This design comes from an exercise in tuning for small area on the open sky130 flow, not from production work. Function was checked by simulation only, so behaviour that the tests miss may differ from the original. The flow treats the clock pin as an ideal source, which a real chip does not have.

## usb
module usb(
    input rst_n,
    input clk_48,
    input rx_j,
    input rx_se0,
    output tx_en,
    output tx_j,
    output tx_se0,
    input[6:0] usb_address,
    output usb_rst,
    output reg transaction_active,
    output reg[3:0] endpoint,
    output reg direction_in,
    output reg setup,
    input data_toggle,
    input[1:0] handshake,
    output reg[7:0] data_out,
    input[7:0] data_in,
    input data_in_valid,
    output reg data_strobe,
    output reg success
    );
Settings: LEC_CHECK=0, CAP_MARGIN=20, CORE_MARGIN=2, CORE_UTILIZATION=40, PLACE_DENSITY=0.6, SLEW_MARGIN=20; clock period 20.8 ns.
standard.sh (not shown) runs the stock make flow with config.mk's settings and CLKGATE_MAP_FILE= SYNTH_SCRIPT=/design/flow/synth_recipe.tcl, a recipe that flattens the netlist after the stock synthesis.
==> flow/flow/run.sh <==
#!/bin/bash
# The standard layout (standard.sh), with
#  - synthesis mapped by an area-oriented ABC script (flow/synth.tcl),
#  - one buf_1 per port instead of the default port buffer,
#  - a clock tree of clkbuf_8 without dummy loads, whose buffers are upsized
#    where the clock slew is high (flow/post_cts.tcl).
# Each tool's output goes to a log file in this folder.
set -euo pipefail
W=$(pwd)
export OWN_ABC_SCRIPT="$W/flow/abc_area.script"
export FLOW_SYNTH_TCL="$W/synth_recipe.tcl"
export BUFFER_PORTS_ARGS="-buffer_cell sky130_fd_sc_hd__buf_1"
export POST_CTS_TCL="$W/flow/post_cts.tcl"
export CTS_ARGS="-sink_clustering_enable -repair_clock_nets -dont_use_dummy_load -buf_list sky130_fd_sc_hd__clkbuf_8"
sed "s#SYNTH_SCRIPT=[^ ]*synth_recipe.tcl#SYNTH_SCRIPT=$W/flow/synth.tcl#" standard.sh > own_standard.sh
grep -q "SYNTH_SCRIPT=$W/flow/synth.tcl" own_standard.sh
bash own_standard.sh > standard.log 2>&1
Other scripts of this flow, unchanged in this note and not shown: flow/flow/abc_area.script, flow/flow/post_cts.tcl, flow/flow/synth.tcl
Change:
--- a/flow/design.v
+++ b/flow/design.v
@@ -166,22 +166,23 @@
     end
 end
 always @(posedge clk_48) begin
     if (strobe) begin
         case (rx_state)
             rs_idle: begin
                 data_out <= 8'b00000001;
             end
             rs_pid: begin
                 if (!se0) begin
                     if (next_shift[8]) begin
+                        rx_pid <= { next_shift[4], next_shift[5], next_shift[6], next_shift[7] };
                         rx_crc_ok <= 1'b0;
                         data_out <= 8'b00000001;
                     end else begin
                         data_out <= next_shift[7:0];
                     end
                 end
             end
             rs_data: begin
                 if (!se0) begin
                     if (rx_byte_done) begin
                     end else if (rx_byte_done2) begin
@@ -212,24 +213,24 @@
 reg tx_transmit;
 reg tx_enable_crc16;
 wire tx_send_crc16;
 reg[1:0] tx_clock;
 wire bit_strobe = tx_clock == 2'b00;
 always @(posedge clk_48 or negedge rst_n) begin
     if (!rst_n)
         tx_clock <= 2'b00;
     else
         tx_clock <= { tx_clock[0], !tx_clock[1] };
 end
-wire[2:0] bit_stuff_counter = rx_pid[2:0];
-wire bit_stuff = tx_en && bit_stuff_counter == 3'b100;
+reg[2:0] bit_stuff_counter;
+wire bit_stuff = bit_stuff_counter == 3'b100;
 wire tx_strobe = bit_strobe && !bit_stuff;
 reg[2:0] tx_state;
 localparam
     ts_idle = 3'b000,
     ts_run  = 3'b001,
     ts_eop1 = 3'b010,
     ts_eop2 = 3'b011,
     ts_eop3 = 3'b100,
     ts_crc1 = 3'b110,
     ts_crc2 = 3'b111;
 assign tx_en = (tx_state != ts_idle);
@@ -293,39 +294,36 @@
     end else if (tx_strobe && tx_transmit) begin
         tx_mark <= 1'b1;
         tx_crc_enabled <= 1'b0;
     end else if (!tx_en && strobe) begin
         tx_crc_enabled <= rx_byte_done;
         if (rx_byte_done && rx_state == rs_data && !se0)
             tx_mark <= d;
     end
 end
 reg tx_data_load;
 reg[7:0] tx_data_value;
-wire last_j = rx_pid[3];
-wire txj = tx_state == ts_idle || tx_state == ts_eop3? 1'b1: ((bit_stuff || !txd)? !last_j: last_j);
 always @(posedge clk_48) begin
-    if (tx_en) begin
-        if (bit_strobe) begin
-            if (!txd || bit_stuff || txse0)
-                rx_pid[2:0] <= 3'b001;
-            else
-                rx_pid[2:0] <= seq_step(bit_stuff_counter);
-            rx_pid[3] <= txj;
-        end
-    end else if (tx_strobe && tx_transmit) begin
-        rx_pid <= 4'b1001;
-    end else if (strobe && rx_state == rs_pid && !se0 && next_shift[8]) begin
-        rx_pid <= { next_shift[4], next_shift[5], next_shift[6], next_shift[7] };
+    if (bit_strobe) begin
+        if (tx_state == ts_idle || !txd || bit_stuff || txse0)
+            bit_stuff_counter <= 3'b001;
+        else
+            bit_stuff_counter <= seq_step(bit_stuff_counter);
     end
 end
+reg last_j;
+wire txj = tx_state == ts_idle || tx_state == ts_eop3? 1'b1: ((bit_stuff || !txd)? !last_j: last_j);
+always @(posedge clk_48) begin
+    if (bit_strobe)
+        last_j <= tx_en? txj: 1'b1;
+end
 assign tx_j = txj;
 assign tx_se0 = txse0;
 wire tx_crc_fb = !dump_crc && (crc[15] ^ txd);
 wire[15:0] tx_crc_next = { crc[14] ^ tx_crc_fb, crc[13:2], crc[1] ^ tx_crc_fb, crc[0], tx_crc_fb };
 assign reset_end = crc == 16'hb973;
 wire[15:0] reset_crc_next = { crc[14] ^ crc[15], crc[13:2], crc[1] ^ crc[15], crc[0], crc[15] };
 always @(posedge clk_48) begin
     if (reset_count) begin
         if (!reset_long)
             crc <= 16'hffff;
         else if (reset_wrap && !reset_end)
The new run ran to the end with no violations.
Via count is lower by 0.55%.
Worst hold slack stays flat.
Die area is higher by about 2.2%.
Sequential cell count is higher by 4.
Design area is higher by 2.7%.
Utilization is higher by 0.85 points.
Critical path depth does not change.
Clock skew is lower by 0.0032 ns.
Setup slack gets better by 0.0056 ns.
Fmax stays flat.

## static timing again, ports no longer ideal
How much do the figures lean on ideal ports? The routed layouts below were timed once more, with nothing changed but the port constraints. Step 1: set_driving_cell puts a clkbuf_16 on clk_48 and a buf_2 on each other input, an assumption about the parent block. Step 2 adds t to the input delays and takes it off the output delays; t is the mean of the earliest and latest rising clock arrival at the registers after step 1. Input paths then give back, and output paths get back, about the clock's delay inside the block. Three values: no drivers, after step 1, after step 2; two values: the first two.
run | t (ns) | setup slack, ns | hold WS [ns] | worst register clock-pin slew, ns
the first run | 0.424 | 11.560 / 11.534 / 11.534 | 0.356 / 0.356 / 0.356 | 0.09 / 0.09
the second run | 0.418 | 11.565 / 11.540 / 11.540 | 0.356 / 0.356 / 0.356 | 0.09 / 0.09
After both steps every run listed still meets setup and hold. For the first run, which loses most, drivers alone change the setup slack by -0.026 ns; drivers and shift together by -0.026 ns.
